This design comes from an exercise in tuning for small area, a short achievable clock period and few clock cycles on the open sky130 flow, not from production work.
Only simulation tests tie the RTL to the original design; equivalence was not proved.
Power figures rest on the tool's default switching activity, not on a simulated workload.

$ cat design/flow/config.mk
export PLATFORM = sky130hd
export DESIGN_NAME = router
export DESIGN_NICKNAME = router
export VERILOG_FILES = /design/flow/design.v
export SDC_FILE = /design/flow/constraint.sdc
export NUM_CORES = 4
export LEC_CHECK = 0
export CAP_MARGIN = 20
export CORE_MARGIN = 2
export CORE_UTILIZATION = 35
export SETUP_SLACK_MARGIN = 3.3
export SLEW_MARGIN = 20
$ cat design/flow/constraint.sdc
create_clock -name core_clock -period 6.5 [get_ports {clk}]
set_input_delay 1.3000 -clock core_clock [delete_from_list [all_inputs] [get_ports {clk}]]
set_output_delay 1.3000 -clock core_clock [all_outputs]
set_load 0.01 [all_outputs]
$ cat design/flow/design.v
module shadow (
        idata_0, ivalid_0, ivch_0,
        idata_1, ivalid_1, ivch_1,
        idata_2, ivalid_2, ivch_2,
        idata_3, ivalid_3, ivch_3,
        idata_4, ivalid_4, ivch_4,
        iack_0, ilck_0,
        iack_1, ilck_1,
        iack_2, ilck_2,
        iack_3, ilck_3,
        iack_4, ilck_4,
        oack_0, olck_0,
        oack_1, olck_1,
        oack_2, olck_2,
        oack_3, olck_3,
        oack_4, olck_4,
        my_xpos, my_ypos,
        clk, rst_
);
input   [34:0] idata_0, idata_1, idata_2, idata_3, idata_4;
input              ivalid_0, ivalid_1, ivalid_2, ivalid_3, ivalid_4;
input   [0:0]  ivch_0, ivch_1, ivch_2, ivch_3, ivch_4;
input   [1:0]   iack_0, iack_1, iack_2, iack_3, iack_4;
input   [1:0]   ilck_0, ilck_1, ilck_2, ilck_3, ilck_4;
output  [1:0]   oack_0, oack_1, oack_2, oack_3, oack_4;
output  [1:0]   olck_0, olck_1, olck_2, olck_3, olck_4;
input [1:0]  my_xpos, my_ypos;
input              clk, rst_;
wire [34:0] idata [0:4];
wire        ivalid[0:4];
wire        ivch  [0:4];
wire [1:0]  iack  [0:4];
wire [1:0]  ilck  [0:4];
assign idata[0] = idata_0; assign ivalid[0] = ivalid_0; assign ivch[0] = ivch_0;
assign idata[1] = idata_1; assign ivalid[1] = ivalid_1; assign ivch[1] = ivch_1;
assign idata[2] = idata_2; assign ivalid[2] = ivalid_2; assign ivch[2] = ivch_2;
assign idata[3] = idata_3; assign ivalid[3] = ivalid_3; assign ivch[3] = ivch_3;
assign idata[4] = idata_4; assign ivalid[4] = ivalid_4; assign ivch[4] = ivch_4;
assign iack[0] = iack_0; assign iack[1] = iack_1; assign iack[2] = iack_2;
assign iack[3] = iack_3; assign iack[4] = iack_4;
assign ilck[0] = ilck_0; assign ilck[1] = ilck_1; assign ilck[2] = ilck_2;
assign ilck[3] = ilck_3; assign ilck[4] = ilck_4;
reg  [5:0]  ram   [0:49];        
reg  [2:0]  wr_a  [0:9];
reg  [2:0]  rd_a  [0:9];
reg  [3:0]  d_cnt [0:9];
reg  [1:0]  state [0:9];
reg  [9:0]  send;
reg  [9:0]  req;
reg  [2:0]  port1 [0:9];
reg  [9:0]  ovch1;
reg  [1:0]  vlast [0:4];
reg  [4:0]  mlast [0:4];
reg  [4:0]  oval;
reg  [4:0]  ovc;
reg  [1:0]  olk   [0:4];
reg  [3:0]  cnt0  [0:4];
reg  [3:0]  cnt1  [0:4];
wire [1:0]  irdy  [0:4];
wire [4:0]  mgrt  [0:4];         
wire [4:0]  cvalid;              
wire [4:0]  cvch;
wire [9:0]  vreq;
wire [2:0]  vport [0:9];
wire [9:0]  vovch;
wire [9:0]  vval;                
wire [1:0]  vsel  [0:4];
wire [4:0]  preq;
wire [2:0]  pport [0:4];
wire [4:0]  pval;
wire [4:0]  pvch;
genvar p, v, q, e;
generate
for (p = 0; p < 5; p = p + 1) begin : g_p
        wire [2:0] ty   = idata[p][34:32];
        wire [1:0] dx   = idata[p][1:0];
        wire [1:0] dy   = idata[p][3:2];
        wire [2:0] rt   = ( dx == my_xpos && dy == my_ypos ) ? 4 :
                          ( dx > my_xpos ) ? 1 :
                          ( dx < my_xpos ) ? 3 :
                          ( dy > my_ypos ) ? 2 : 0;
        wire [5:0] tag  = {ty == 3'b001 || ty == 3'b011,
                           ty == 3'b010 || ty == 3'b011,
                           idata[p][8], rt};
        for (v = 0; v < 2; v = v + 1) begin : g_v
                localparam k = p*2 + v;
                wire       wr_en = ivch[p] == v ? ivalid[p] : 1'b0;
                wire       rd_en = send[k];
                wire       full  = d_cnt[k] == 5;
                wire       empty = d_cnt[k] == 0;
                wire       set   = (~full | rd_en) & wr_en;
                wire [5:0] fr    = rd_a[k] == 0 ? ram[k*5]   :
                                   rd_a[k] == 1 ? ram[k*5+1] :
                                   rd_a[k] == 2 ? ram[k*5+2] :
                                   rd_a[k] == 3 ? ram[k*5+3] : ram[k*5+4];
                wire       bhead = ~empty & fr[5];
                wire       btail = ~empty & fr[4];
                always @ (posedge clk) begin
                        if (rst_ == 1'b0)
                                wr_a[k] <= 0;
                        else if (set)
                                wr_a[k] <= (wr_a[k] == 4) ? 0 : wr_a[k] + 1;
                end
                always @ (posedge clk) begin
                        if (rst_ == 1'b0)
                                rd_a[k] <= 0;
                        else if (~empty & rd_en)
                                rd_a[k] <= (rd_a[k] == 4) ? 0 : rd_a[k] + 1;
                end
                always @ (posedge clk) begin
                        if (rst_ == 1'b0)
                                d_cnt[k] <= 0;
                        else if (~full & wr_en & ~(rd_en & ~empty))
                                d_cnt[k] <= d_cnt[k] + 1;
                        else if (~empty & rd_en & ~wr_en)
                                d_cnt[k] <= d_cnt[k] - 1;
                end
                for (e = 0; e < 5; e = e + 1) begin : g_e
                        always @ (posedge clk)
                                if (set && wr_a[k] == e)
                                        ram[k*5+e] <= tag;
                end
                assign vport[k] = bhead ? fr[2:0] : port1[k];
                assign vovch[k] = bhead ? fr[3]   : ovch1[k];
                always @ (posedge clk) begin
                        if (rst_ == 1'b0) begin
                                port1[k] <= 0;
                                ovch1[k] <= 0;
                        end else if (bhead) begin
                                port1[k] <= fr[2:0];
                                ovch1[k] <= fr[3];
                        end
                end
                wire lck = olk[0][vovch[k]] && vport[k] == 0 ||
                           olk[1][vovch[k]] && vport[k] == 1 ||
                           olk[2][vovch[k]] && vport[k] == 2 ||
                           olk[3][vovch[k]] && vport[k] == 3 ||
                           olk[4][vovch[k]] && vport[k] == 4;
                wire rdy = irdy[0][vovch[k]] && vport[k] == 0 ||
                           irdy[1][vovch[k]] && vport[k] == 1 ||
                           irdy[2][vovch[k]] && vport[k] == 2 ||
                           irdy[3][vovch[k]] && vport[k] == 3 ||
                           irdy[4][vovch[k]] && vport[k] == 4;
                wire g   = vsel[p][v] && (
                           mgrt[0][p] && vport[k] == 0 ||
                           mgrt[1][p] && vport[k] == 1 ||
                           mgrt[2][p] && vport[k] == 2 ||
                           mgrt[3][p] && vport[k] == 3 ||
                           mgrt[4][p] && vport[k] == 4 );
                always @ (posedge clk) begin
                        if (rst_ == 1'b0) begin
                                state[k] <= 2'b00;
                                send[k]  <= 0;
                                req[k]   <= 0;
                        end else begin
                                case (state[k])
                                2'b00: begin
                                        if (bhead) begin
                                                state[k] <= 2'b01;
                                                send[k]  <= 0;
                                                req[k]   <= 1;
                                        end
                                end
                                2'b01: begin
                                        if (lck)
                                                req[k] <= 0;
                                        if (!g)
                                                req[k] <= 1;
                                        if (rdy && g) begin
                                                state[k] <= 2'b10;
                                                send[k]  <= 1;
                                                req[k]   <= 1;
                                        end
                                end
                                2'b10: begin
                                        if (btail) begin
                                                state[k] <= 2'b00;
                                                send[k]  <= 0;
                                                req[k]   <= 0;
                                        end
                                end
                                endcase
                        end
                end
                assign vreq[k] = req[k];
                assign vval[k] = send[k] & ~empty;
        end
        wire [1:0] hold = vlast[p] & {req[p*2+1], req[p*2]};
        wire       anyh = |hold;
        assign vsel[p]  = {anyh ? hold[1] : (!req[p*2] & req[p*2+1]),
                           anyh ? hold[0] : req[p*2]};
        always @ (posedge clk) begin
                if (rst_ == 1'b0)
                        vlast[p] <= 2'b00;
                else
                        vlast[p] <= vsel[p];
        end
        assign preq[p]  = req[p*2] | req[p*2+1];
        assign pval[p]  = vval[p*2] | vval[p*2+1];
        assign pvch[p]  = vlast[p][0] ? vovch[p*2] : vlast[p][1] ? vovch[p*2+1] : 1'b0;
        assign pport[p] = vsel[p][0] ? vport[p*2] : vsel[p][1] ? vport[p*2+1] : 3'd0;
end
for (q = 0; q < 5; q = q + 1) begin : g_q
        wire [4:0] r    = {preq[4] & pport[4] == q, preq[3] & pport[3] == q,
                           preq[2] & pport[2] == q, preq[1] & pport[1] == q,
                           preq[0] & pport[0] == q};
        wire [4:0] hold = mlast[q] & r;
        wire [4:0] a    = {r[4] & r[3:0] == 0, r[3] & r[2:0] == 0,
                           r[2] & r[1:0] == 0, r[1] & ~r[0], r[0]};
        assign mgrt[q]  = |hold ? hold : a;
        always @ (posedge clk) begin
                if (rst_ == 1'b0)
                        mlast[q] <= 5'b0;
                else
                        mlast[q] <= mgrt[q];
        end
        wire [4:0] s = mlast[q];
        assign cvalid[q] = (s == 5'b00001) ? pval[0] :
                           (s == 5'b00010) ? pval[1] :
                           (s == 5'b00100) ? pval[2] :
                           (s == 5'b01000) ? pval[3] :
                           (s == 5'b10000) ? pval[4] : 1'b0;
        assign cvch[q]   = (s == 5'b00001) ? pvch[0] :
                           (s == 5'b00010) ? pvch[1] :
                           (s == 5'b00100) ? pvch[2] :
                           (s == 5'b01000) ? pvch[3] :
                           (s == 5'b10000) ? pvch[4] : 1'b0;
        always @ (posedge clk) begin
                if (rst_ == 1'b0) begin
                        oval[q] <= 0;
                        ovc[q]  <= 0;
                end else if (cvalid[q]) begin
                        oval[q] <= 1;
                        ovc[q]  <= cvch[q];
                end else if (oval[q]) begin
                        oval[q] <= 0;
                        ovc[q]  <= 0;
                end
        end
        always @ (posedge clk) begin
                if (rst_ == 1'b0)
                        olk[q][0] <= 0;
                else if ((cvalid[q] && cvch[q] == 0) || (oval[q] && ovc[q] == 0))
                        olk[q][0] <= 1;
                else if (olk[q][0] && ~ilck[q][0])
                        olk[q][0] <= 0;
        end
        always @ (posedge clk) begin
                if (rst_ == 1'b0)
                        olk[q][1] <= 0;
                else if ((cvalid[q] && cvch[q] == 1) || (oval[q] && ovc[q] == 1))
                        olk[q][1] <= 1;
                else if (olk[q][1] && ~ilck[q][1])
                        olk[q][1] <= 0;
        end
        assign irdy[q][0] = ((5 - cnt0[q]) >= 5) ? 1'b1 : 1'b0;
        assign irdy[q][1] = ((5 - cnt1[q]) >= 5) ? 1'b1 : 1'b0;
        always @ (posedge clk) begin
                if (rst_ == 1'b0)
                        cnt0[q] <= 0;
                else if (iack[q][0] && ~(cvalid[q] && cvch[q] == 0) && cnt0[q] != 0)
                        cnt0[q] <= cnt0[q] - 1;
                else if (~iack[q][0] && (cvalid[q] && cvch[q] == 0))
                        cnt0[q] <= cnt0[q] + 1;
        end
        always @ (posedge clk) begin
                if (rst_ == 1'b0)
                        cnt1[q] <= 0;
                else if (iack[q][1] && ~(cvalid[q] && cvch[q] == 1) && cnt1[q] != 0)
                        cnt1[q] <= cnt1[q] - 1;
                else if (~iack[q][1] && (cvalid[q] && cvch[q] == 1))
                        cnt1[q] <= cnt1[q] + 1;
        end
end
endgenerate
assign oack_0 = send[1:0]; assign olck_0 = {state[1] != 0, state[0] != 0};
assign oack_1 = send[3:2]; assign olck_1 = {state[3] != 0, state[2] != 0};
assign oack_2 = send[5:4]; assign olck_2 = {state[5] != 0, state[4] != 0};
assign oack_3 = send[7:6]; assign olck_3 = {state[7] != 0, state[6] != 0};
assign oack_4 = send[9:8]; assign olck_4 = {state[9] != 0, state[8] != 0};
endmodule
module router (
        idata_0, ivalid_0, ivch_0, oack_0, ordy_0, olck_0,
        idata_1, ivalid_1, ivch_1, oack_1, ordy_1, olck_1,
        idata_2, ivalid_2, ivch_2, oack_2, ordy_2, olck_2,
        idata_3, ivalid_3, ivch_3, oack_3, ordy_3, olck_3,
        idata_4, ivalid_4, ivch_4, oack_4, ordy_4, olck_4,
        odata_0, ovalid_0, ovch_0, iack_0, ilck_0,
        odata_1, ovalid_1, ovch_1, iack_1, ilck_1,
        odata_2, ovalid_2, ovch_2, iack_2, ilck_2,
        odata_3, ovalid_3, ovch_3, iack_3, ilck_3,
        odata_4, ovalid_4, ovch_4, iack_4, ilck_4,
        my_xpos, my_ypos,
        clk, rst_
);
parameter       ROUTERID = 0;
input   [34:0] idata_0;
input              ivalid_0;
input   [0:0]  ivch_0;
output  [1:0]   oack_0;
output  [1:0]   ordy_0;
output  [1:0]   olck_0;
input   [34:0] idata_1;
input              ivalid_1;
input   [0:0]  ivch_1;
output  [1:0]   oack_1;
output  [1:0]   ordy_1;
output  [1:0]   olck_1;
input   [34:0] idata_2;
input              ivalid_2;
input   [0:0]  ivch_2;
output  [1:0]   oack_2;
output  [1:0]   ordy_2;
output  [1:0]   olck_2;
input   [34:0] idata_3;
input              ivalid_3;
input   [0:0]  ivch_3;
output  [1:0]   oack_3;
output  [1:0]   ordy_3;
output  [1:0]   olck_3;
input   [34:0] idata_4;
input              ivalid_4;
input   [0:0]  ivch_4;
output  [1:0]   oack_4;
output  [1:0]   ordy_4;
output  [1:0]   olck_4;
output  [34:0] odata_0;
output             ovalid_0;
output  [0:0]  ovch_0;
input   [1:0]   iack_0;
input   [1:0]   ilck_0;
output  [34:0] odata_1;
output             ovalid_1;
output  [0:0]  ovch_1;
input   [1:0]   iack_1;
input   [1:0]   ilck_1;
output  [34:0] odata_2;
output             ovalid_2;
output  [0:0]  ovch_2;
input   [1:0]   iack_2;
input   [1:0]   ilck_2;
output  [34:0] odata_3;
output             ovalid_3;
output  [0:0]  ovch_3;
input   [1:0]   iack_3;
input   [1:0]   ilck_3;
output  [34:0] odata_4;
output             ovalid_4;
output  [0:0]  ovch_4;
input   [1:0]   iack_4;
input   [1:0]   ilck_4;
input [1:0]  my_xpos;
input [1:0]  my_ypos;
input    clk;
input    rst_;
wire [34:0] idata [0:4];
wire        ivalid[0:4];
wire        ivch  [0:4];
wire [1:0]  iack  [0:4];
reg  [34:0] odata [0:4];
reg         ovalid[0:4];
reg         ovch  [0:4];
wire [1:0]  ordy  [0:4];
assign idata[0] = idata_0; assign ivalid[0] = ivalid_0; assign ivch[0] = ivch_0; assign iack[0] = iack_0;
assign idata[1] = idata_1; assign ivalid[1] = ivalid_1; assign ivch[1] = ivch_1; assign iack[1] = iack_1;
assign idata[2] = idata_2; assign ivalid[2] = ivalid_2; assign ivch[2] = ivch_2; assign iack[2] = iack_2;
assign idata[3] = idata_3; assign ivalid[3] = ivalid_3; assign ivch[3] = ivch_3; assign iack[3] = iack_3;
assign idata[4] = idata_4; assign ivalid[4] = ivalid_4; assign ivch[4] = ivch_4; assign iack[4] = iack_4;
assign odata_0 = odata[0]; assign ovalid_0 = ovalid[0]; assign ovch_0 = ovch[0];
assign odata_1 = odata[1]; assign ovalid_1 = ovalid[1]; assign ovch_1 = ovch[1];
assign odata_2 = odata[2]; assign ovalid_2 = ovalid[2]; assign ovch_2 = ovch[2];
assign odata_3 = odata[3]; assign ovalid_3 = ovalid[3]; assign ovch_3 = ovch[3];
assign odata_4 = odata[4]; assign ovalid_4 = ovalid[4]; assign ovch_4 = ovch[4];
assign ordy_0 = ordy[0]; assign ordy_1 = ordy[1]; assign ordy_2 = ordy[2];
assign ordy_3 = ordy[3]; assign ordy_4 = ordy[4];
shadow sh (
        .idata_0(idata_0), .ivalid_0(ivalid_0), .ivch_0(ivch_0),
        .idata_1(idata_1), .ivalid_1(ivalid_1), .ivch_1(ivch_1),
        .idata_2(idata_2), .ivalid_2(ivalid_2), .ivch_2(ivch_2),
        .idata_3(idata_3), .ivalid_3(ivalid_3), .ivch_3(ivch_3),
        .idata_4(idata_4), .ivalid_4(ivalid_4), .ivch_4(ivch_4),
        .iack_0(iack_0), .ilck_0(ilck_0),
        .iack_1(iack_1), .ilck_1(ilck_1),
        .iack_2(iack_2), .ilck_2(ilck_2),
        .iack_3(iack_3), .ilck_3(ilck_3),
        .iack_4(iack_4), .ilck_4(ilck_4),
        .oack_0(oack_0), .olck_0(olck_0),
        .oack_1(oack_1), .olck_1(olck_1),
        .oack_2(oack_2), .olck_2(olck_2),
        .oack_3(oack_3), .olck_3(olck_3),
        .oack_4(oack_4), .olck_4(olck_4),
        .my_xpos(my_xpos), .my_ypos(my_ypos),
        .clk(clk), .rst_(rst_)
);
reg  [31:0] mem  [0:24];         
reg  [2:0]  wptr [0:4];          
reg  [2:0]  rptr [0:4];          
reg  [4:0]  rsel [0:4];          
reg  [4:0]  wsel [0:4];          
reg         tseen[0:4];          
reg  [2:0]  tpos [0:4];          
reg  [4:0]  dst  [0:4];          
reg         dvc  [0:4];          
reg         pref [0:4];          
reg  [4:0]  avr, hwr, lstr;      
reg  [1:0]  rdyr [0:4];          
wire [34:0] front[0:4];          
wire [4:0]  av;                  
wire [4:0]  hw;                  
wire [4:0]  last;                
wire [4:0]  gnt;                 
reg  [2:0]  cnt  [0:9];          
reg  [4:0]  own  [0:9];          
reg  [9:0]  oz, cz, co;          
reg  [9:0]  hok;                 
reg  [4:0]  cand [0:9];          
reg  [4:0]  mj;                  
reg  [4:0]  hrr  [0:4];          
wire [4:0]  grt  [0:4];          
function [4:0] ffs5;
        input [4:0] x;
        ffs5 = {x[4] & ~(x[3] | x[2] | x[1] | x[0]),
                x[3] & ~(x[2] | x[1] | x[0]),
                x[2] & ~(x[1] | x[0]),
                x[1] & ~x[0],
                x[0]};
endfunction
function [4:0] rrpick;
        input [4:0] r;
        input [4:0] s;
        reg   [4:0] m, hi;
        begin
                m  = {s[4] | s[3] | s[2] | s[1] | s[0],
                      s[3] | s[2] | s[1] | s[0],
                      s[2] | s[1] | s[0],
                      s[1] | s[0],
                      s[0]};
                hi = r & m;
                rrpick = (hi != 0) ? ffs5(hi) : ffs5(r);
        end
endfunction
genvar p, q, i;
generate
for (p = 0; p < 5; p = p + 1) begin : g_in
        wire [2:0] ty = idata[p][34:32];
        wire       itail = (ty == 3'b010 || ty == 3'b011);
        wire [1:0] dx = idata[p][1:0];
        wire [1:0] dy = idata[p][3:2];
        wire [4:0] route = (dx == my_xpos && dy == my_ypos) ? 5'b10000 :
                           (dx > my_xpos) ? 5'b00010 :
                           (dx < my_xpos) ? 5'b01000 :
                           (dy > my_ypos) ? 5'b00100 : 5'b00001;
        wire       empty = (wptr[p] == 0);
        assign front[p][31:0] = ({32{rsel[p][0]}} & mem[p*5])   | ({32{rsel[p][1]}} & mem[p*5+1]) |
                                ({32{rsel[p][2]}} & mem[p*5+2]) | ({32{rsel[p][3]}} & mem[p*5+3]) |
                                ({32{rsel[p][4]}} & mem[p*5+4]);
        assign front[p][34:32] = {~rsel[p][0] & ~lstr[p], lstr[p], rsel[p][0]};
        assign av[p]    = avr[p];
        assign hw[p]    = hwr[p];
        assign last[p]  = lstr[p];
        assign gnt[p]   = grt[0][p] | grt[1][p] | grt[2][p] | grt[3][p] | grt[4][p];
        assign ordy[p]  = rdyr[p];
        for (i = 0; i < 5; i = i + 1) begin : g_mem
                always @ (posedge clk)
                        if (ivalid[p] && wsel[p][i])
                                mem[p*5+i] <= idata[p][31:0];
        end
        wire       fin    = gnt[p] && lstr[p];
        wire [2:0] wn     = wptr[p] + ivalid[p];
        wire       tsn    = tseen[p] | (ivalid[p] & itail);
        wire [2:0] tpn    = (ivalid[p] & itail) ? wptr[p] : tpos[p];
        wire [2:0] r1     = rptr[p] + 1;
        wire       av0    = wn != rptr[p];
        wire       av1    = wn != r1;
        wire       lst0   = tsn && rptr[p] == tpn;
        wire       lst1   = tsn && r1 == tpn;
        wire       hw0    = av0 && rptr[p] == 0;
        wire       mt     = (empty && !ivalid[p]) || fin;
        wire       pn     = (ivalid[p] && empty) ? ~ivch[p] : empty ? ~pref[p] : pref[p];
        always @ (posedge clk) begin
                if (rst_ == 1'b0) begin
                        wptr[p]  <= 0;
                        rptr[p]  <= 0;
                        rsel[p]  <= 5'b00001;
                        wsel[p]  <= 5'b00001;
                        tseen[p] <= 0;
                        pref[p]  <= 0;
                        avr[p]   <= 0;
                        hwr[p]   <= 0;
                        lstr[p]  <= 0;
                        rdyr[p]  <= 2'b01;
                end else begin
                        if (fin) begin
                                wptr[p]  <= 0;
                                rptr[p]  <= 0;
                                rsel[p]  <= 5'b00001;
                                wsel[p]  <= 5'b00001;
                                tseen[p] <= 0;
                                avr[p]   <= 0;
                                hwr[p]   <= 0;
                                lstr[p]  <= 0;
                        end else if (gnt[p]) begin
                                wptr[p]  <= wn;
                                rptr[p]  <= r1;
                                rsel[p]  <= {rsel[p][3:0], 1'b0};
                                if (ivalid[p])
                                        wsel[p] <= {wsel[p][3:0], 1'b0};
                                tseen[p] <= tsn;
                                avr[p]   <= av1;
                                hwr[p]   <= 0;
                                lstr[p]  <= lst1;
                        end else begin
                                wptr[p]  <= wn;
                                if (ivalid[p])
                                        wsel[p] <= {wsel[p][3:0], 1'b0};
                                tseen[p] <= tsn;
                                avr[p]   <= av0;
                                hwr[p]   <= hw0;
                                lstr[p]  <= lst0;
                        end
                        pref[p] <= pn;
                        rdyr[p] <= mt ? {pn, ~pn} : 2'b00;
                end
        end
        always @ (posedge clk) begin
                tpos[p] <= tpn;
                if (ivalid[p] && empty) begin
                        dst[p] <= route;
                        dvc[p] <= idata[p][8];
                end
        end
end
for (q = 0; q < 5; q = q + 1) begin : g_out
        wire [4:0] hq  = hw & {dst[4][q], dst[3][q], dst[2][q], dst[1][q], dst[0][q]};
        wire [4:0] hv  = {dvc[4], dvc[3], dvc[2], dvc[1], dvc[0]};
        wire [4:0] h0  = hq & ~hv;
        wire [4:0] h1  = hq & hv;
        wire [2:0] n0  = h0[0] + h0[1] + h0[2] + h0[3] + h0[4];
        wire [2:0] n1  = h1[0] + h1[1] + h1[2] + h1[3] + h1[4];
        wire       b0  = (own[q*2]   & av) != 0;
        wire       b1  = (own[q*2+1] & av) != 0;
        wire       s0  = b0 | (hok[q*2]   & (cz[q*2]   | (co[q*2]   & iack[q][0])));
        wire       s1  = b1 | (hok[q*2+1] & (cz[q*2+1] | (co[q*2+1] & iack[q][1])));
        wire       vs  = mj[q] ? s1 : !s0;
        wire       gv  = s0 | s1;
        wire       bv  = vs ? b1 : b0;
        wire [4:0] g   = !gv ? 5'b0 : vs ? (b1 ? own[q*2+1] : cand[q*2+1]) :
                                            (b0 ? own[q*2]   : cand[q*2]);
        assign grt[q]  = g;
        wire       gl  = (g & last) != 0;
        wire [34:0] gd = ({35{g[0]}} & front[0]) | ({35{g[1]}} & front[1]) |
                         ({35{g[2]}} & front[2]) | ({35{g[3]}} & front[3]) |
                         ({35{g[4]}} & front[4]);
        always @ (posedge clk) begin
                odata[q] <= gd;
                ovch[q]  <= vs;
                cand[q*2]   <= rrpick(h0, hrr[q]);
                cand[q*2+1] <= rrpick(h1, hrr[q]);
                mj[q]       <= (n1 > n0) || (n1 == n0 && b1);
        end
        always @ (posedge clk) begin
                if (rst_ == 1'b0) begin
                        ovalid[q] <= 0;
                        hrr[q]    <= 5'b00001;
                end else begin
                        ovalid[q] <= gv;
                        if (gv && !bv)
                                hrr[q] <= {g[3:0], g[4]};
                end
        end
        for (i = 0; i < 2; i = i + 1) begin : g_w
                wire       sent = gv && vs == i;
                wire       hdv  = (i ? h1 : h0) != 0;
                wire       dec  = iack[q][i] && !cz[q*2+i];
                wire [2:0] cn   = cnt[q*2+i] + sent - dec;
                always @ (posedge clk) begin
                        if (rst_ == 1'b0) begin
                                cnt[q*2+i] <= 0;
                                cz[q*2+i]  <= 1;
                                co[q*2+i]  <= 0;
                                own[q*2+i] <= 0;
                                oz[q*2+i]  <= 1;
                                hok[q*2+i] <= 0;
                        end else begin
                                cnt[q*2+i] <= cn;
                                cz[q*2+i]  <= cn == 0;
                                co[q*2+i]  <= cn == 1;
                                if (sent) begin
                                        own[q*2+i] <= gl ? 5'b0 : g;
                                        oz[q*2+i]  <= gl;
                                        hok[q*2+i] <= bv && gl && hdv;
                                end else
                                        hok[q*2+i] <= oz[q*2+i] && hdv;
                        end
                end
        end
end
endgenerate
endmodule
$ cat design/flow/run.sh
#!/bin/bash
# synth_recipe.tcl (not shown) runs the flow's synth.tcl, then flattens the netlist and writes it again
# the make line also repeats each setting of config.mk as NAME=value (left out here)
make -C /OpenROAD-flow-scripts/flow DESIGN_CONFIG=/design/flow/config.mk WORK_HOME=/design/flow/orfs CLKGATE_MAP_FILE= SYNTH_SCRIPT=/design/flow/synth_recipe.tcl finish
==> results of run 1 <==
[area by class of cell]
type / instances / area share (%)
Clock buffer: 264 / 5.00
Timing Repair Buffer: 1083 / 9.33
Antenna cell: 33 / 0.0750
Sequential cell: 1910 / 45.3
Clock inverter: 113 / 1.35
Tap cell: 3202 / 3.64
Multi-Input combinational cell: 4606 / 33.8
Inverter: 420 / 1.49
[synth_stat cells (20+ instances only)]
master | count | area share [%]
sky130_fd_sc_hd__a211o_1 | 20 | 0.21
sky130_fd_sc_hd__a211oi_1 | 55 | 0.48
sky130_fd_sc_hd__a21o_1 | 67 | 0.59
sky130_fd_sc_hd__a21oi_1 | 423 | 2.5
sky130_fd_sc_hd__a221oi_1 | 97 | 1.0
sky130_fd_sc_hd__a222oi_1 | 327 | 3.8
sky130_fd_sc_hd__a22oi_1 | 154 | 1.4
sky130_fd_sc_hd__a31oi_1 | 51 | 0.37
sky130_fd_sc_hd__and2_1 | 111 | 0.82
sky130_fd_sc_hd__and3_1 | 70 | 0.51
sky130_fd_sc_hd__buf_1 | 29 | 0.13
sky130_fd_sc_hd__buf_2 | 39 | 0.23
sky130_fd_sc_hd__clkbuf_1 | 325 | 1.4
sky130_fd_sc_hd__dfxtp_1 | 780 | 18
sky130_fd_sc_hd__edfxtp_1 | 1130 | 40
sky130_fd_sc_hd__fa_1 | 50 | 1.2
sky130_fd_sc_hd__ha_1 | 295 | 4.3
sky130_fd_sc_hd__inv_1 | 415 | 1.8
sky130_fd_sc_hd__mux2_2 | 32 | 0.42
sky130_fd_sc_hd__mux2i_1 | 207 | 2.4
sky130_fd_sc_hd__nand2_1 | 497 | 2.2
sky130_fd_sc_hd__nand2b_1 | 75 | 0.55
sky130_fd_sc_hd__nand3_1 | 138 | 0.81
sky130_fd_sc_hd__nand4_1 | 31 | 0.23
sky130_fd_sc_hd__nor2_1 | 632 | 2.8
sky130_fd_sc_hd__nor2b_1 | 79 | 0.58
sky130_fd_sc_hd__nor3_1 | 98 | 0.58
sky130_fd_sc_hd__nor3b_1 | 80 | 0.70
sky130_fd_sc_hd__o211ai_1 | 40 | 0.35
sky130_fd_sc_hd__o21ai_0 | 129 | 0.76
sky130_fd_sc_hd__o21ai_1 | 28 | 0.16
sky130_fd_sc_hd__o221ai_1 | 180 | 1.9
sky130_fd_sc_hd__o22a_1 | 34 | 0.35
sky130_fd_sc_hd__o22ai_1 | 57 | 0.42
sky130_fd_sc_hd__o31ai_1 | 24 | 0.21
sky130_fd_sc_hd__or2_2 | 25 | 0.18
sky130_fd_sc_hd__or3_1 | 23 | 0.17
sky130_fd_sc_hd__xnor2_1 | 75 | 0.77
sky130_fd_sc_hd__xor2_1 | 56 | 0.58
[state kept, by name, summed over array words and instances (netlist names), 15 cells and up]
register and flops:
wptr 15, sh.port1 30, sh.ram 300, dst 25, mem 800, sh.d_cnt 40
sh.mlast 25, sh.cnt0 20, sh.rd_a 30, cnt 30, own 50, sh.cnt1 20
odata 175, hrr 25, tpos 15, rptr 15, cand 50, sh.state 18
sh.wr_a 30, wsel 25, rsel 25
[worst max-delay path, cell delays in order, from the launching register on]
cell and delay [ps]:
sky130_fd_sc_hd__dfxtp_4 380, sky130_fd_sc_hd__ha_4 170, sky130_fd_sc_hd__ha_4 160, sky130_fd_sc_hd__buf_4 140, sky130_fd_sc_hd__buf_4 130, sky130_fd_sc_hd__mux2i_2 150
sky130_fd_sc_hd__nand2_2 90, sky130_fd_sc_hd__a21oi_4 80, sky130_fd_sc_hd__or3_4 440, sky130_fd_sc_hd__a21boi_4 270, sky130_fd_sc_hd__nor2_2 70, sky130_fd_sc_hd__o41a_1 350
sky130_fd_sc_hd__o31ai_4 220, sky130_fd_sc_hd__and2b_2 190, sky130_fd_sc_hd__or2_4 130, sky130_fd_sc_hd__inv_4 50, sky130_fd_sc_hd__ha_4 250, sky130_fd_sc_hd__a21o_1 110
sky130_fd_sc_hd__a21oi_2 60, sky130_fd_sc_hd__nor2b_2 140, sky130_fd_sc_hd__mux2i_1 180, sky130_fd_sc_hd__xor2_1 160, sky130_fd_sc_hd__nor2_1 50
[power groups by stage]
stage	clock, mW	combinational (mW)	sequential, mW
2_1_floorplan	0	5.07	14.5
3_3_place_gp	0	7.65	14.9
3_5_place_dp	0	7.83	14.9
4_1_cts	12.2	8.83	14.7
5_1_grt	12.7	10.3	14.8
6_report	12.0	9.60	14.7
[metal layers]
layer | part of all wire (%) | global-route usage (%) | wire length (um)
met1 | 39 | 29.4 | 120000
met2 | 46 | 37.6 | 142000
met3 | 9.4 | 6.02 | 29000
met4 | 5.6 | 12.4 | 17500
met5 | 0.15 | 0 | 455
[logic make-up after synthesis]
kind of cell | after synthesis | share of synthesized area (%)
and+or+nand+nor | 1966 | 11.2
DFF | 1910 | 58.2
AOI/OAI and AO/OA | 1906 | 16.9
buffers and inverters | 828 | 3.77
adders and majority gates | 345 | 5.51
muxes | 253 | 3.15
xor gates and xnor gates | 131 | 1.35
[through the flow]
step	hold slack, ps	setup WS (ps)
4_1_cts	443	2360
5_1_grt	464	2210
2_1_floorplan	422	2570
6_report	438	2340
3_3_place_gp	431	1270
3_5_place_dp	435	1200
[what timing repair did]
item                                    in CTS  in global routing
gates cloned                                 5                 14
endpoints found under the setup margin     720                361
resized for setup                          759                362
hold buffers                                 0                  0
buffers inserted                           334                146
pin swaps                                  212                193
[final timing paths]
check	end	slack, ps
hold reg to reg	hok[0]	440
setup reg to reg	sh.cnt1[3][3]	2340
setup / recovery	sh.cnt1[3][3]	2340
hold / removal	hok[0]	440
==> reports/qor.log, run 1 <==
INFO  power_and_ir_drop share_seq_of_total_power=40.5%
INFO  synthesis      post_synth.cell_area_avg=11.6squm
INFO  detailed_routing detail_route.iter0.violations=8820
INFO  synthesis      synthesis.area=85200squm
INFO  detailed_routing antenna_violating_nets_post_route=0
INFO  clock_network  htree_levels=4
INFO  critical_path  r2r_start=sh.rd_a[6][1]
INFO  critical_path  timing.critical_path.from=sh.rd_a[6][1]
INFO  global_route   grt.overflow.total=0
INFO  synthesis      ys_ff_latch=1910
INFO  power_and_ir_drop p_leak=40.4nW
INFO  detailed_routing detailroute.via_count=67443
INFO  timing         maxSlewHeadroom=18.0%
INFO  global_route   grt_util_all_layers=23.6%
INFO  clock_network  clkTransAtPathRegs=60ps
INFO  placement      postPlaceCellArea=94700squm
INFO  timing         report.final.slew_viol_count=0
INFO  finish         postLayoutCellArea=110000squm
INFO  finish         most_frequent_standard_cell_in_the_layout_excluding_fill_and_tap_cells=sky130_fd_sc_hd__edfxtp_1
INFO  finish         sequential_cell_area=49900squm
INFO  hold_path      worstHoldPathCells=2
INFO  critical_path  arrival=4850ps
INFO  finish         final_util=45.4%
INFO  finish         final_cell_mix=sky130_fd_sc_hd__edfxtp_1 (1130), sky130_fd_sc_hd__dfxtp_1 (623), sky130_fd_sc_hd__nor2_1 (603)
INFO  timing         setup-tns-final=0ps
INFO  hold_path      hp-start=oz[0]
INFO  finish         finish.cell_count_without_fillers=11631
INFO  detailed_routing avgViaCountPerCell=5.80
INFO  finish         fillers=21656
INFO  placement      placedCellCount=10720
INFO  clock_network  cts_tree=yes
INFO  clock_network  cts_root_buffer=sky130_fd_sc_hd__clkbuf_16
INFO  placement      io_buffer_count=425
INFO  hold_path      timing.hold.worst.class=reg2reg
INFO  clock_network  cts-buffers-inserted=199
INFO  global_route   grt_pass1_vias=65194
INFO  job            max-cap-violations=0
INFO  detailed_routing firstDrtPassIters=17
INFO  die            start_util=35.1%
INFO  power_and_ir_drop combPwrFrac=26.4%
INFO  power_and_ir_drop ir_drop=288uV
INFO  timing         grt_setup_unrepaired=yes
INFO  die            std_cell_rows=181
INFO  critical_path  reg2reg_depth=22
INFO  finish         multi_input_area=37200squm
INFO  clock_network  cts.sinks=1910
INFO  critical_path  crit_path_max_fanout=4
INFO  timing         report.final.setup_viol=0
INFO  synthesis      dominantRegCellSynth=sky130_fd_sc_hd__edfxtp_1
INFO  power_and_ir_drop power_report.internal_total=24.6mW
INFO  power_and_ir_drop power=36.3mW
INFO  synthesis      ys_async_sr_fraction=0%
INFO  placement      dp.final_hpwl=204mm
INFO  timing         max_slew.worst_pin.slew=1230ps
INFO  placement      globalplace.congestion=0.942
INFO  power_and_ir_drop pwr-share-clk=33.1%
INFO  timing         max_freq=0.240GHz
INFO  power_and_ir_drop netSwitchingPower=11.7mW
INFO  status         status=finished clean
INFO  timing         layout_worst_path_cycle_share=64.0%
INFO  die            core_area=243000squm
INFO  die            fp.dieArea=247000squm
INFO  finish         area_growth=29.3%
INFO  die            die_width=497um
INFO  timing         clock_skew=105ps
INFO  finish         post_route_cells_drive_above_1_share=23.1%
INFO  synthesis      post_synth_inst_count=7339
INFO  timing         timing.final.hold_violations=0
INFO  detailed_routing drt-total-wl=309mm
INFO  critical_path  critical_path.endpoint_type=register
INFO  synthesis      synth.yosys.seq_area_share=58.2%
INFO  detailed_routing remaining_drc_errors=0
INFO  die            dieHeight=497um
INFO  clock_network  clk_latency=900ps
INFO  global_route   grt_antenna_before_repair=76
INFO  critical_path  crit_type=reg2reg
INFO  synthesis      yosysUniqueCellTypes=118
INFO  detailed_routing detail_route.wl_per_cell=26.6um
INFO  finish         finish.net_count=8776
INFO  synthesis      synth_enable_flop_cells=1130
INFO  synthesis      net_count_of_the_mapped_netlist=7895
INFO  global_route   grt_pass1_wl=438mm
INFO  clock_network  clock_path_buffers=3
INFO  global_route   grt_max_degree=184
INFO  power_and_ir_drop sw_frac_of_total=32.3%
INFO  die            io-pin-count=426
INFO  timing         final_period_minus_worst_setup_slack=4160ps
INFO  critical_path  cp_data_required_time=7190ps
INFO  critical_path  start_kind=register
INFO  power_and_ir_drop power_per_cell_area=330nW/um^2
INFO  synthesis      ys_warn_count=31
Testbench counts, summed over its fixed seeds: cycles 8,208.
==> run 2, diff against run 1 <==
--- a/design/flow/design.v
+++ b/design/flow/design.v
@@ -42,4 +42,6 @@
 assign ilck[3] = ilck_3; assign ilck[4] = ilck_4;
 reg  [5:0]  ram   [0:49];        
+reg  [5:0]  frr   [0:9];         
+reg  [9:0]  ne, bh, bt;          
 reg  [2:0]  wr_a  [0:9];
 reg  [2:0]  rd_a  [0:9];
@@ -88,12 +90,18 @@
                 wire       rd_en = send[k];
                 wire       full  = d_cnt[k] == 5;
-                wire       empty = d_cnt[k] == 0;
+                wire       empty = ~ne[k];
                 wire       set   = (~full | rd_en) & wr_en;
-                wire [5:0] fr    = rd_a[k] == 0 ? ram[k*5]   :
-                                   rd_a[k] == 1 ? ram[k*5+1] :
-                                   rd_a[k] == 2 ? ram[k*5+2] :
-                                   rd_a[k] == 3 ? ram[k*5+3] : ram[k*5+4];
-                wire       bhead = ~empty & fr[5];
-                wire       btail = ~empty & fr[4];
+                wire       rd    = ~empty & rd_en;
+                wire [2:0] rd_n  = rd ? ((rd_a[k] == 4) ? 3'd0 : rd_a[k] + 3'd1) : rd_a[k];
+                wire [5:0] fr    = frr[k];
+                wire [5:0] rn    = (set && wr_a[k] == rd_n) ? tag :
+                                   rd_n == 0 ? ram[k*5]   :
+                                   rd_n == 1 ? ram[k*5+1] :
+                                   rd_n == 2 ? ram[k*5+2] :
+                                   rd_n == 3 ? ram[k*5+3] : ram[k*5+4];
+                always @ (posedge clk)
+                        frr[k] <= rn;
+                wire       bhead = bh[k];
+                wire       btail = bt[k];
                 always @ (posedge clk) begin
                         if (rst_ == 1'b0)
@@ -105,14 +113,21 @@
                         if (rst_ == 1'b0)
                                 rd_a[k] <= 0;
-                        else if (~empty & rd_en)
-                                rd_a[k] <= (rd_a[k] == 4) ? 0 : rd_a[k] + 1;
+                        else
+                                rd_a[k] <= rd_n;
                 end
+                wire [3:0] dn    = (~full & wr_en & ~(rd_en & ~empty)) ? d_cnt[k] + 4'd1 :
+                                   (~empty & rd_en & ~wr_en) ? d_cnt[k] - 4'd1 : d_cnt[k];
                 always @ (posedge clk) begin
-                        if (rst_ == 1'b0)
+                        if (rst_ == 1'b0) begin
                                 d_cnt[k] <= 0;
-                        else if (~full & wr_en & ~(rd_en & ~empty))
-                                d_cnt[k] <= d_cnt[k] + 1;
-                        else if (~empty & rd_en & ~wr_en)
-                                d_cnt[k] <= d_cnt[k] - 1;
+                                ne[k]    <= 0;
+                                bh[k]    <= 0;
+                                bt[k]    <= 0;
+                        end else begin
+                                d_cnt[k] <= dn;
+                                ne[k]    <= dn != 0;
+                                bh[k]    <= dn != 0 && rn[5];
+                                bt[k]    <= dn != 0 && rn[4];
+                        end
                 end
                 for (e = 0; e < 5; e = e + 1) begin : g_e
@@ -411,5 +426,4 @@
 wire [4:0]  gnt;                 
 reg  [2:0]  cnt  [0:9];          
-reg  [4:0]  own  [0:9];          
 reg  [9:0]  oz, cz, co;          
 reg  [9:0]  hok;                 
@@ -538,6 +552,10 @@
         wire [2:0] n0  = h0[0] + h0[1] + h0[2] + h0[3] + h0[4];
         wire [2:0] n1  = h1[0] + h1[1] + h1[2] + h1[3] + h1[4];
-        wire       b0  = (own[q*2]   & av) != 0;
-        wire       b1  = (own[q*2+1] & av) != 0;
+        wire [4:0] act = {~rsel[4][0], ~rsel[3][0], ~rsel[2][0], ~rsel[1][0], ~rsel[0][0]};
+        wire [4:0] dq  = {dst[4][q], dst[3][q], dst[2][q], dst[1][q], dst[0][q]};
+        wire [4:0] own0 = act & dq & ~hv;
+        wire [4:0] own1 = act & dq & hv;
+        wire       b0  = (own0 & av) != 0;
+        wire       b1  = (own1 & av) != 0;
         wire       s0  = b0 | (hok[q*2]   & (cz[q*2]   | (co[q*2]   & iack[q][0])));
         wire       s1  = b1 | (hok[q*2+1] & (cz[q*2+1] | (co[q*2+1] & iack[q][1])));
@@ -545,6 +563,6 @@
         wire       gv  = s0 | s1;
         wire       bv  = vs ? b1 : b0;
-        wire [4:0] g   = !gv ? 5'b0 : vs ? (b1 ? own[q*2+1] : cand[q*2+1]) :
-                                            (b0 ? own[q*2]   : cand[q*2]);
+        wire [4:0] g   = !gv ? 5'b0 : vs ? (b1 ? own1 : cand[q*2+1]) :
+                                            (b0 ? own0 : cand[q*2]);
         assign grt[q]  = g;
         wire       gl  = (g & last) != 0;
@@ -579,5 +597,4 @@
                                 cz[q*2+i]  <= 1;
                                 co[q*2+i]  <= 0;
-                                own[q*2+i] <= 0;
                                 oz[q*2+i]  <= 1;
                                 hok[q*2+i] <= 0;
@@ -587,5 +604,4 @@
                                 co[q*2+i]  <= cn == 1;
                                 if (sent) begin
-                                        own[q*2+i] <= gl ? 5'b0 : g;
                                         oz[q*2+i]  <= gl;
                                         hok[q*2+i] <= bv && gl && hdv;
==> reports/qor.log, run 2 <==
INFO  status         status=finished clean
INFO  finish         most_frequent_standard_cell_in_the_layout_excluding_fill_and_tap_cells=sky130_fd_sc_hd__edfxtp_1
INFO  critical_path  crit_path_max_fanout=7 [+3]
INFO  power_and_ir_drop p_leak=41.5nW [+2.9%]
INFO  global_route   grt.overflow.total=0 [unchanged]
INFO  critical_path  crit_type=reg2reg
INFO  timing         maxSlewHeadroom=22.4% [+4.4 points]
INFO  finish         max_flop_register=mem
INFO  synthesis      most_area_consuming_cells_after_synthesis=sky130_fd_sc_hd__edfxtp_1 (39%), sky130_fd_sc_hd__dfxtp_1 (18%), sky130_fd_sc_hd__ha_1 (4.0%), sky130_fd_sc_hd__a222oi_1 (3.9%), sky130_fd_sc_hd__a22oi_1 (3.3%)
INFO  timing         grt_setup_unrepaired=yes
INFO  die            die_width=502um [+1.0%]
INFO  clock_network  cts_root_buffer=sky130_fd_sc_hd__clkbuf_16
INFO  die            io-pin-count=426 [unchanged]
INFO  global_route   grt_util_all_layers=24.1% [+0.48 points]
INFO  clock_network  htree_levels=4 [unchanged]
INFO  power_and_ir_drop ir_drop=256uV [-11%]
INFO  job            max-cap-violations=0 [unchanged]
INFO  critical_path  path_cells=buf_12 -> and3b_2 -> buf_12 -> a32o_2 -> nor2_4 -> buf_4 -> mux2_4 -> o22ai_4 -> or3_4 -> nor3_4 -> buf_12 -> buf_12 -> or3_4 -> a2111oi_4
INFO  clock_network  cts.sinks=1930 [+1.0%]
INFO  timing         report.final.setup_viol=0 [unchanged]
INFO  clock_network  cts-buffers-inserted=200 [+0.50%]
INFO  synthesis      ys_warn_count=31 [unchanged]
INFO  placement      io_buffer_count=425 [unchanged]
INFO  critical_path  max_stage_delay=410ps [-30 ps]
INFO  timing         max_slew.worst_pin.slew=1160ps [-66.2 ps]
INFO  synthesis      post_synth_most_frequent_cells=sky130_fd_sc_hd__edfxtp_1 (1130), sky130_fd_sc_hd__dfxtp_1 (800), sky130_fd_sc_hd__nand2_1 (719), sky130_fd_sc_hd__nor2_1 (601), sky130_fd_sc_hd__a22oi_1 (385)
INFO  placement      dp.final_hpwl=214mm [+5.0%]
INFO  synthesis      synth_most_common_cell=sky130_fd_sc_hd__edfxtp_1
INFO  critical_path  start_kind=register
INFO  global_route   grt_max_degree=148 [-20%]
INFO  die            dieHeight=502um [+1.0%]
INFO  finish         area_growth=27.0%
INFO  critical_path  critPathMostFrequentCell=sky130_fd_sc_hd__buf_12
INFO  timing         setup-tns-final=0ps [unchanged]
INFO  global_route   grt_pass1_wl=450mm [+2.8%]
INFO  timing         timing.final.hold_violations=0 [unchanged]
INFO  finish         finish.net_count=8899 [+1.4%]
INFO  detailed_routing detail_route.wl_per_cell=27.1um [+1.9%]
INFO  timing         post-route-worst-setup-slack=3080ps [+744 ps]
INFO  timing         hold-worst-slack=452ps [+14.6 ps]
INFO  global_route   grt_pass1_vias=65561 [+0.56%]
INFO  detailed_routing remaining_drc_errors=0 [unchanged]
INFO  timing         clock_skew=122ps [+17.7 ps]
INFO  timing         report.final.slew_viol_count=0 [unchanged]
INFO  clock_network  clk_latency=900ps [about the same]
INFO  placement      post-place-ws=1120ps [-76.5 ps]
INFO  synthesis      post_synth.cell_area_avg=11.5squm [-0.61%]
INFO  detailed_routing detail_route.iter0.violations=9234 [+4.7%]
INFO  synthesis      net_count_of_the_mapped_netlist=8060 [+2.1%]
INFO  timing         final_period_minus_worst_setup_slack=3420ps [-744 ps]
INFO  synthesis      synth.top_cell.area_share=39.0% [-0.79 points]
INFO  synthesis      synthesis.area=86900squm [+2.0%]
INFO  synthesis      ys_ff_latch=1930 [+1.0%]
INFO  finish         largest_registers=mem: 800 flops, sh.ram: 300 flops, odata: 175 flops
INFO  clock_network  holdBufCountCts=0 [unchanged]
INFO  detailed_routing detailroute.via_count=68792 [+2.0%]
INFO  critical_path  critical_path.endpoint_type=register
INFO  detailed_routing avgViaCountPerCell=5.79 [-0.17%]
INFO  timing         layout_worst_path_cycle_share=52.6% [-11 points]
INFO  synthesis      synth_enable_flop_cells=1130 [unchanged]
INFO  die            core_area=246000squm [+1.6%]
INFO  die            std_cell_rows=182 [+0.55%]
INFO  global_route   grt_antenna_before_repair=64 [-16%]
INFO  timing         max_freq=0.293GHz [+22%]
INFO  synthesis      post_synth_inst_count=7534 [+2.7%]
INFO  synthesis      dominantRegCellSynth=sky130_fd_sc_hd__edfxtp_1
INFO  clock_network  clock_path_buffers=3 [unchanged]
INFO  placement      postPlaceCellArea=95300squm [+0.71%]
INFO  critical_path  arrival=4200ps [-650 ps]
INFO  finish         final_cell_mix=sky130_fd_sc_hd__edfxtp_1 (1130), sky130_fd_sc_hd__dfxtp_1 (695), sky130_fd_sc_hd__nand2_1 (689)
INFO  synthesis      ys_async_sr_fraction=0% [unchanged]
INFO  placement      globalplace.congestion=0.955 [+1.4%]
INFO  finish         post_route_cells_drive_above_1_share=19.5% [-3.5 points]
INFO  hold_path      timing.hold.worst.class=reg2reg
INFO  critical_path  cp_data_required_time=7280ps [+90 ps]
INFO  critical_path  critical_path_slowest_stage_cell=sky130_fd_sc_hd__edfxtp_1
INFO  clock_network  clkTransAtPathRegs=60ps [about the same]
INFO  die            start_util=35.3% [+0.15 points]
INFO  die            fp.dieArea=252000squm [+2.0%]
INFO  synthesis      yosysUniqueCellTypes=117 [-0.85%]
INFO  finish         largest_register_ffs=800 [unchanged]
INFO  power_and_ir_drop power_per_cell_area=336nW/um^2 [+1.8%]
INFO  synthesis      netlist.top_cell.by_area=sky130_fd_sc_hd__edfxtp_1
INFO  finish         postLayoutCellArea=110000squm [+0.25%]
INFO  detailed_routing antenna_violating_nets_post_route=0 [unchanged]
INFO  detailed_routing firstDrtPassIters=22 [+5]
INFO  clock_network  cts_tree=yes
INFO  detailed_routing drt-total-wl=322mm [+4.1%]
INFO  synthesis      synth.yosys.seq_area_share=57.5% [-0.70 points]
[run 2: cell count changes after synthesis, sizes merged, moves of 46 or more]
cell / change
o21ai: +46
a221oi: -68
a21oi: -115
o221ai: -165
inv: -55
nand2: +225
a22oi: +230
[run 2: logic make-up after synthesis]
kind of cell,Yosys count,synth area share [%]
AND/OR/NAND/NOR,2168,12.1
buffers and inverters,741,3.37
XOR/XNOR,168,1.69
multiplexers,343,4.29
flip-flops,1930,57.5
adder cells (fa/ha/maj),315,4.88
AO/OA/AOI/OAI,1869,16.2
[run 2: layout make-up]
class | instances | area [sq um]
repair buffers | 1008 | 10000
inverters | 364 | 1430
fillers | 22392 | 136000
diodes | 23 | 57.6
well taps | 3312 | 4140
flip-flops and latches | 1930 | 50200
clock inverters | 109 | 1550
multi-input cells | 4869 | 37600
clock buffers | 269 | 5450
[run 2: power breakdown]
group / switching, mW / total (mW) / internal (mW)
clock: 5.14 / 12.0 / 6.90
combinational: 6.07 / 9.97 / 3.89
sequential: 1.11 / 15.1 / 14.0
[run 2: critical path, delay by kind of cell, from the launching register on]
family / cells / cell delay [ps]
AOI/OAI and AO/OA: 3 / 790
buffers and inverters: 5 / 710
DFF: 1 / 410
muxes: 1 / 310
and+or+nand+nor: 5 / 1140
[run 2: timing repair]
item | CTS | global route
buffers inserted | 227 | 201
endpoints found under the setup margin | 763 | 332
gates cloned | 17 | 11
resized for setup | 576 | 420
pin swaps | 110 | 221
[run 2: metal layers]
metal  vias up  track usage (%)  part of all wire [%]
met5         -                0                  0.10
met4        50             13.2                   6.3
met3       909             5.90                   9.9
met2      3764             37.5                    45
met1     33729             30.7                    39
li1      30340                -                     -
[run 2: path summary, 6_finish.rpt]
| check | from | end | slack, ps | cells after the start |
|---|---|---|---|---|
| setup / recovery | dvc[2] | lstr[4] | 3080 | 14 |
| hold / removal | rsel[0][4] | rsel[0][4] | 450 | 2 |
| setup reg to reg | dvc[2] | lstr[4] | 3080 | 14 |
| hold reg to reg | rsel[0][4] | rsel[0][4] | 450 | 2 |
[run 2: per-stage QoR]
| stage | total power [mW] | utilization [%] | instances |
|---|---|---|---|
| after global routing | 38.4 | 44.8 | 11866 |
| after floorplan | 19.7 | - | 7534 |
| after CTS | 36.1 | 43.2 | 11648 |
| after global placement | 23.2 | 38.7 | 11026 |
| after detailed placement | 23.4 | 38.7 | 11026 |
| final | 37.1 | 44.8 | 11884 |
Testbench counts of run 2, summed over its fixed seeds: cycles 8,208.
==> run 3, diff against run 2 <==
--- a/design/flow/design.v
+++ b/design/flow/design.v
@@ -46,9 +46,9 @@
 reg  [2:0]  wr_a  [0:9];
 reg  [2:0]  rd_a  [0:9];
-reg  [3:0]  d_cnt [0:9];
 reg  [1:0]  state [0:9];
 reg  [9:0]  send;
 reg  [9:0]  req;
-reg  [2:0]  port1 [0:9];
+reg  [4:0]  port1 [0:9];         
+reg  [4:0]  frh   [0:9];         
 reg  [9:0]  ovch1;
 reg  [1:0]  vlast [0:4];
@@ -64,10 +64,10 @@
 wire [4:0]  cvch;
 wire [9:0]  vreq;
-wire [2:0]  vport [0:9];
+wire [4:0]  vport [0:9];         
 wire [9:0]  vovch;
 wire [9:0]  vval;                
 wire [1:0]  vsel  [0:4];
 wire [4:0]  preq;
-wire [2:0]  pport [0:4];
+wire [4:0]  pport [0:4];         
 wire [4:0]  pval;
 wire [4:0]  pvch;
@@ -89,5 +89,5 @@
                 wire       wr_en = ivch[p] == v ? ivalid[p] : 1'b0;
                 wire       rd_en = send[k];
-                wire       full  = d_cnt[k] == 5;
+                wire       full  = ne[k] && wr_a[k] == rd_a[k];
                 wire       empty = ~ne[k];
                 wire       set   = (~full | rd_en) & wr_en;
@@ -95,4 +95,6 @@
                 wire [2:0] rd_n  = rd ? ((rd_a[k] == 4) ? 3'd0 : rd_a[k] + 3'd1) : rd_a[k];
                 wire [5:0] fr    = frr[k];
+                wire [2:0] wr_n  = set ? ((wr_a[k] == 4) ? 3'd0 : wr_a[k] + 3'd1) : wr_a[k];
+                wire       nen   = set | (ne[k] & ~(rd & rd_n == wr_a[k]));
                 wire [5:0] rn    = (set && wr_a[k] == rd_n) ? tag :
                                    rd_n == 0 ? ram[k*5]   :
@@ -100,6 +102,8 @@
                                    rd_n == 2 ? ram[k*5+2] :
                                    rd_n == 3 ? ram[k*5+3] : ram[k*5+4];
-                always @ (posedge clk)
+                always @ (posedge clk) begin
                         frr[k] <= rn;
+                        frh[k] <= 5'b00001 << rn[2:0];
+                end
                 wire       bhead = bh[k];
                 wire       btail = bt[k];
@@ -107,6 +111,6 @@
                         if (rst_ == 1'b0)
                                 wr_a[k] <= 0;
-                        else if (set)
-                                wr_a[k] <= (wr_a[k] == 4) ? 0 : wr_a[k] + 1;
+                        else
+                                wr_a[k] <= wr_n;
                 end
                 always @ (posedge clk) begin
@@ -116,17 +120,13 @@
                                 rd_a[k] <= rd_n;
                 end
-                wire [3:0] dn    = (~full & wr_en & ~(rd_en & ~empty)) ? d_cnt[k] + 4'd1 :
-                                   (~empty & rd_en & ~wr_en) ? d_cnt[k] - 4'd1 : d_cnt[k];
                 always @ (posedge clk) begin
                         if (rst_ == 1'b0) begin
-                                d_cnt[k] <= 0;
                                 ne[k]    <= 0;
                                 bh[k]    <= 0;
                                 bt[k]    <= 0;
                         end else begin
-                                d_cnt[k] <= dn;
-                                ne[k]    <= dn != 0;
-                                bh[k]    <= dn != 0 && rn[5];
-                                bt[k]    <= dn != 0 && rn[4];
+                                ne[k]    <= nen;
+                                bh[k]    <= nen && rn[5];
+                                bt[k]    <= nen && rn[4];
                         end
                 end
@@ -136,31 +136,31 @@
                                         ram[k*5+e] <= tag;
                 end
-                assign vport[k] = bhead ? fr[2:0] : port1[k];
+                assign vport[k] = bhead ? frh[k] : port1[k];
                 assign vovch[k] = bhead ? fr[3]   : ovch1[k];
                 always @ (posedge clk) begin
                         if (rst_ == 1'b0) begin
-                                port1[k] <= 0;
+                                port1[k] <= 5'b00001;
                                 ovch1[k] <= 0;
                         end else if (bhead) begin
-                                port1[k] <= fr[2:0];
+                                port1[k] <= frh[k];
                                 ovch1[k] <= fr[3];
                         end
                 end
-                wire lck = olk[0][vovch[k]] && vport[k] == 0 ||
-                           olk[1][vovch[k]] && vport[k] == 1 ||
-                           olk[2][vovch[k]] && vport[k] == 2 ||
-                           olk[3][vovch[k]] && vport[k] == 3 ||
-                           olk[4][vovch[k]] && vport[k] == 4;
-                wire rdy = irdy[0][vovch[k]] && vport[k] == 0 ||
-                           irdy[1][vovch[k]] && vport[k] == 1 ||
-                           irdy[2][vovch[k]] && vport[k] == 2 ||
-                           irdy[3][vovch[k]] && vport[k] == 3 ||
-                           irdy[4][vovch[k]] && vport[k] == 4;
+                wire lck = olk[0][vovch[k]] && vport[k][0] ||
+                           olk[1][vovch[k]] && vport[k][1] ||
+                           olk[2][vovch[k]] && vport[k][2] ||
+                           olk[3][vovch[k]] && vport[k][3] ||
+                           olk[4][vovch[k]] && vport[k][4];
+                wire rdy = irdy[0][vovch[k]] && vport[k][0] ||
+                           irdy[1][vovch[k]] && vport[k][1] ||
+                           irdy[2][vovch[k]] && vport[k][2] ||
+                           irdy[3][vovch[k]] && vport[k][3] ||
+                           irdy[4][vovch[k]] && vport[k][4];
                 wire g   = vsel[p][v] && (
-                           mgrt[0][p] && vport[k] == 0 ||
-                           mgrt[1][p] && vport[k] == 1 ||
-                           mgrt[2][p] && vport[k] == 2 ||
-                           mgrt[3][p] && vport[k] == 3 ||
-                           mgrt[4][p] && vport[k] == 4 );
+                           mgrt[0][p] && vport[k][0] ||
+                           mgrt[1][p] && vport[k][1] ||
+                           mgrt[2][p] && vport[k][2] ||
+                           mgrt[3][p] && vport[k][3] ||
+                           mgrt[4][p] && vport[k][4] );
                 always @ (posedge clk) begin
                         if (rst_ == 1'b0) begin
@@ -214,10 +214,10 @@
         assign pval[p]  = vval[p*2] | vval[p*2+1];
         assign pvch[p]  = vlast[p][0] ? vovch[p*2] : vlast[p][1] ? vovch[p*2+1] : 1'b0;
-        assign pport[p] = vsel[p][0] ? vport[p*2] : vsel[p][1] ? vport[p*2+1] : 3'd0;
+        assign pport[p] = vsel[p][0] ? vport[p*2] : vport[p*2+1];
 end
 for (q = 0; q < 5; q = q + 1) begin : g_q
-        wire [4:0] r    = {preq[4] & pport[4] == q, preq[3] & pport[3] == q,
-                           preq[2] & pport[2] == q, preq[1] & pport[1] == q,
-                           preq[0] & pport[0] == q};
+        wire [4:0] r    = {preq[4] & pport[4][q], preq[3] & pport[3][q],
+                           preq[2] & pport[2][q], preq[1] & pport[1][q],
+                           preq[0] & pport[0][q]};
         wire [4:0] hold = mlast[q] & r;
         wire [4:0] a    = {r[4] & r[3:0] == 0, r[3] & r[2:0] == 0,
@@ -415,6 +415,7 @@
 reg         tseen[0:4];          
 reg  [2:0]  tpos [0:4];          
-reg  [4:0]  dst  [0:4];          
-reg         dvc  [0:4];          
+reg  [4:0]  tg0  [0:4];          
+reg  [4:0]  tg1  [0:4];          
+reg  [4:0]  bav;                 
 reg         pref [0:4];          
 reg  [4:0]  avr, hwr, lstr;      
@@ -503,4 +504,5 @@
                         hwr[p]   <= 0;
                         lstr[p]  <= 0;
+                        bav[p]   <= 0;
                         rdyr[p]  <= 2'b01;
                 end else begin
@@ -514,4 +516,5 @@
                                 hwr[p]   <= 0;
                                 lstr[p]  <= 0;
+                                bav[p]   <= 0;
                         end else if (gnt[p]) begin
                                 wptr[p]  <= wn;
@@ -522,4 +525,5 @@
                                 tseen[p] <= tsn;
                                 avr[p]   <= av1;
+                                bav[p]   <= av1;
                                 hwr[p]   <= 0;
                                 lstr[p]  <= lst1;
@@ -530,4 +534,5 @@
                                 tseen[p] <= tsn;
                                 avr[p]   <= av0;
+                                bav[p]   <= av0 & ~rsel[p][0];
                                 hwr[p]   <= hw0;
                                 lstr[p]  <= lst0;
@@ -540,22 +545,21 @@
                 tpos[p] <= tpn;
                 if (ivalid[p] && empty) begin
-                        dst[p] <= route;
-                        dvc[p] <= idata[p][8];
+                        tg0[p] <= idata[p][8] ? 5'b0 : route;
+                        tg1[p] <= idata[p][8] ? route : 5'b0;
                 end
         end
 end
 for (q = 0; q < 5; q = q + 1) begin : g_out
-        wire [4:0] hq  = hw & {dst[4][q], dst[3][q], dst[2][q], dst[1][q], dst[0][q]};
-        wire [4:0] hv  = {dvc[4], dvc[3], dvc[2], dvc[1], dvc[0]};
-        wire [4:0] h0  = hq & ~hv;
-        wire [4:0] h1  = hq & hv;
+        wire [4:0] t0  = {tg0[4][q], tg0[3][q], tg0[2][q], tg0[1][q], tg0[0][q]};
+        wire [4:0] t1  = {tg1[4][q], tg1[3][q], tg1[2][q], tg1[1][q], tg1[0][q]};
+        wire [4:0] h0  = hw & t0;
+        wire [4:0] h1  = hw & t1;
         wire [2:0] n0  = h0[0] + h0[1] + h0[2] + h0[3] + h0[4];
         wire [2:0] n1  = h1[0] + h1[1] + h1[2] + h1[3] + h1[4];
         wire [4:0] act = {~rsel[4][0], ~rsel[3][0], ~rsel[2][0], ~rsel[1][0], ~rsel[0][0]};
-        wire [4:0] dq  = {dst[4][q], dst[3][q], dst[2][q], dst[1][q], dst[0][q]};
-        wire [4:0] own0 = act & dq & ~hv;
-        wire [4:0] own1 = act & dq & hv;
-        wire       b0  = (own0 & av) != 0;
-        wire       b1  = (own1 & av) != 0;
+        wire [4:0] own0 = act & t0;
+        wire [4:0] own1 = act & t1;
+        wire       b0  = (bav & t0) != 0;
+        wire       b1  = (bav & t1) != 0;
         wire       s0  = b0 | (hok[q*2]   & (cz[q*2]   | (co[q*2]   & iack[q][0])));
         wire       s1  = b1 | (hok[q*2+1] & (cz[q*2+1] | (co[q*2+1] & iack[q][1])));
--- a/design/flow/config.mk
+++ b/design/flow/config.mk
@@ -8,5 +8,5 @@
 export CAP_MARGIN = 20
 export CORE_MARGIN = 2
-export CORE_UTILIZATION = 35
-export SETUP_SLACK_MARGIN = 3.3
+export CORE_UTILIZATION = 40
+export SETUP_SLACK_MARGIN = 3.6
 export SLEW_MARGIN = 20
==> reports/qor.log, run 3 <==
INFO  finish         largest_registers=mem: 800 flops, sh.ram: 300 flops, odata: 175 flops
INFO  critical_path  crit_path_max_fanout=8 [+1]
INFO  synthesis      synth_most_common_cell=sky130_fd_sc_hd__edfxtp_1
INFO  die            die_width=464um [-7.7%]
INFO  timing         max_freq=0.300GHz [+2.6%]
INFO  hold_path      timing.hold.worst.class=reg2reg
INFO  timing         grt_setup_unrepaired=yes
INFO  detailed_routing remaining_drc_errors=0 [unchanged]
INFO  synthesis      ys_ff_latch=1950 [+1.0%]
INFO  finish         fillers=17703 [-21%]
INFO  synthesis      post_synth_most_frequent_cells=sky130_fd_sc_hd__edfxtp_1 (1150), sky130_fd_sc_hd__dfxtp_1 (800), sky130_fd_sc_hd__nor2_1 (553), sky130_fd_sc_hd__nand2_1 (448), sky130_fd_sc_hd__inv_1 (409)
INFO  clock_network  clk_latency=890ps [about the same]
INFO  clock_network  holdBufCountCts=0 [unchanged]
INFO  finish         finish.net_count=8470 [-4.8%]
INFO  status         status=finished clean
INFO  job            max-cap-violations=0 [unchanged]
INFO  detailed_routing antenna_violating_nets_post_route=0 [unchanged]
INFO  global_route   grt_max_degree=119 [-20%]
INFO  global_route   grt_pass1_vias=62936 [-4.0%]
INFO  synthesis      ys_async_sr_fraction=0% [unchanged]
INFO  clock_network  cts.sinks=1950 [+1.0%]
INFO  detailed_routing detail_route.iter0.violations=9339 [+1.1%]
INFO  critical_path  path_cells=buf_8 -> buf_6 -> buf_6 -> buf_6 -> a222oi_1 -> buf_4 -> o211ai_1 -> buf_4 -> o21ai_4 -> buf_6 -> buf_6 -> buf_6 -> o22ai_4 -> buf_6 -> buf_16 -> buf_12 -> a222oi_1 -> o221ai_1
INFO  timing         maxSlewHeadroom=15.2% [-7.2 points]
INFO  global_route   grt_antenna_before_repair=47 [-27%]
INFO  die            core_area=210000squm [-15%]
INFO  finish         max_flop_register=mem
INFO  power_and_ir_drop p_leak=42.0nW [+1.1%]
INFO  finish         largest_register_ffs=800 [unchanged]
INFO  finish         multi_input_area=35500squm [-5.7%]
INFO  die            fp.dieArea=215000squm [-15%]
INFO  detailed_routing detail_route.wl_per_cell=27.9um [+3.2%]
INFO  clock_network  cts_root_buffer=sky130_fd_sc_hd__clkbuf_16
INFO  global_route   grt_pass1_wl=431mm [-4.2%]
INFO  critical_path  critical_path.endpoint_type=register
INFO  timing         report.final.setup_viol=0 [unchanged]
INFO  synthesis      synth_enable_flop_cells=1150 [+1.8%]
INFO  finish         area_growth=30.5%
INFO  placement      postPlaceCellArea=92800squm [-2.7%]
INFO  synthesis      ys_warn_count=31 [unchanged]
INFO  critical_path  critPathMostFrequentCell=sky130_fd_sc_hd__buf_6
INFO  finish         final_cell_mix=sky130_fd_sc_hd__edfxtp_1 (1150), sky130_fd_sc_hd__dfxtp_1 (640), sky130_fd_sc_hd__nor2_1 (498)
INFO  synthesis      yosysUniqueCellTypes=94 [-20%]
INFO  placement      globalplace.congestion=0.971 [+1.7%]
INFO  finish         sequential_cell_area=50900squm [+1.5%]
INFO  timing         clock_skew=64.6ps [-57.6 ps]
INFO  clock_network  htree_levels=4 [unchanged]
INFO  clock_network  clkTransAtPathRegs=60ps [about the same]
INFO  clock_network  cts_tree=yes
==> run 3: changes by cell type in the layout (fill, tap and decap cells not counted), moves of 55 or more <==
cell	previous run	this run
sky130_fd_sc_hd__a221oi_1	16	71
sky130_fd_sc_hd__nor2_1	575	498
sky130_fd_sc_hd__nand2_1	689	412
sky130_fd_sc_hd__a21oi_1	279	203
sky130_fd_sc_hd__clkdlybuf4s15_1	2	59
sky130_fd_sc_hd__clkdlybuf4s50_1	359	177
sky130_fd_sc_hd__buf_6	69	150
sky130_fd_sc_hd__o221ai_1	9	129
sky130_fd_sc_hd__buf_4	432	490
sky130_fd_sc_hd__dfxtp_1	695	640
sky130_fd_sc_hd__dlygate4sd2_1	48	120
sky130_fd_sc_hd__a22oi_1	371	133
sky130_fd_sc_hd__o21ai_0	180	121
==> run 3: path summary, 6_finish.rpt <==
path,start,cells past startpoint,slack [ps],to
max,bav[3],18,3170,odata[0][21]
min,wsel[0][0],1,450,wsel[0][0]
max reg2reg,bav[3],18,3170,odata[0][21]
min reg2reg,wsel[0][0],1,450,wsel[0][0]
==> run 3: area by class of cell <==
class / instances / share of cell area [%]
clock buffer: 269 / 5.11
timing repair buffer: 1161 / 10.4
clock inverter: 119 / 1.30
tap: 2805 / 3.18
sequential: 1950 / 46.2
multi-input combinational: 4244 / 32.2
inverter: 413 / 1.57
antenna: 14 / 0.0318
==> run 3: repair_timing <==
item / CTS / global route
setup endpoints to repair: 1021 / 481
gates cloned: 15 / 17
pin swaps: 195 / 290
resized for setup: 1191 / 587
buffers inserted: 325 / 216
==> run 3: power by group <==
group          leakage [nW]  switching, mW  total (mW)  internal, mW
clock                  3.42           5.15        12.2          7.00
combinational          21.4           10.3        17.9          7.61
sequential             17.2           1.83        16.6          14.7
==> run 3: metrics by stage <==
stage | worst slack (ps) | instances | util, %
floorplan | 3070 | 6976 | -
global placement | 1210 | 9994 | 44.2
detailed placement | 1100 | 9996 | 44.2
CTS | 3240 | 10724 | 50.4
global route | 3030 | 10962 | 52.5
finish | 3170 | 10975 | 52.5
==> run 3: routing by layer <==
layer  up-vias  wire, um  part of all wire [%]  track usage (%)
met5         -       246                 0.080                0
met4        38     23200                   7.5             16.1
met3      1030     29900                   9.8             6.04
met2      3727    138000                    45             42.5
met1     32305    116000                    38             33.7
li1      28766         -                     -                -
==> run 3: kinds of logic after synthesis <==
| logic type | after synthesis | synth area share (%) |
|---|---|---|
| buffers and inverters | 783 | 3.62 |
| and+or+nand+nor | 1693 | 9.65 |
| adders and majority gates | 285 | 4.58 |
| AOI/OAI and AO/OA | 1717 | 15.5 |
| xor gates and xnor gates | 161 | 1.68 |
| muxes | 387 | 5.13 |
| DFF | 1950 | 59.8 |
Testbench counts of run 3, summed over its fixed seeds: cycles 8,208.

Re-timed with assumed drivers on the ports (clkbuf_16 on the clock, buf_2 on other inputs), run 3 has 3.171 ns of setup slack against 3.171 ns with ideal ports, and 2.386 ns once port delays also move by the mid clock arrival of 0.940 ns.
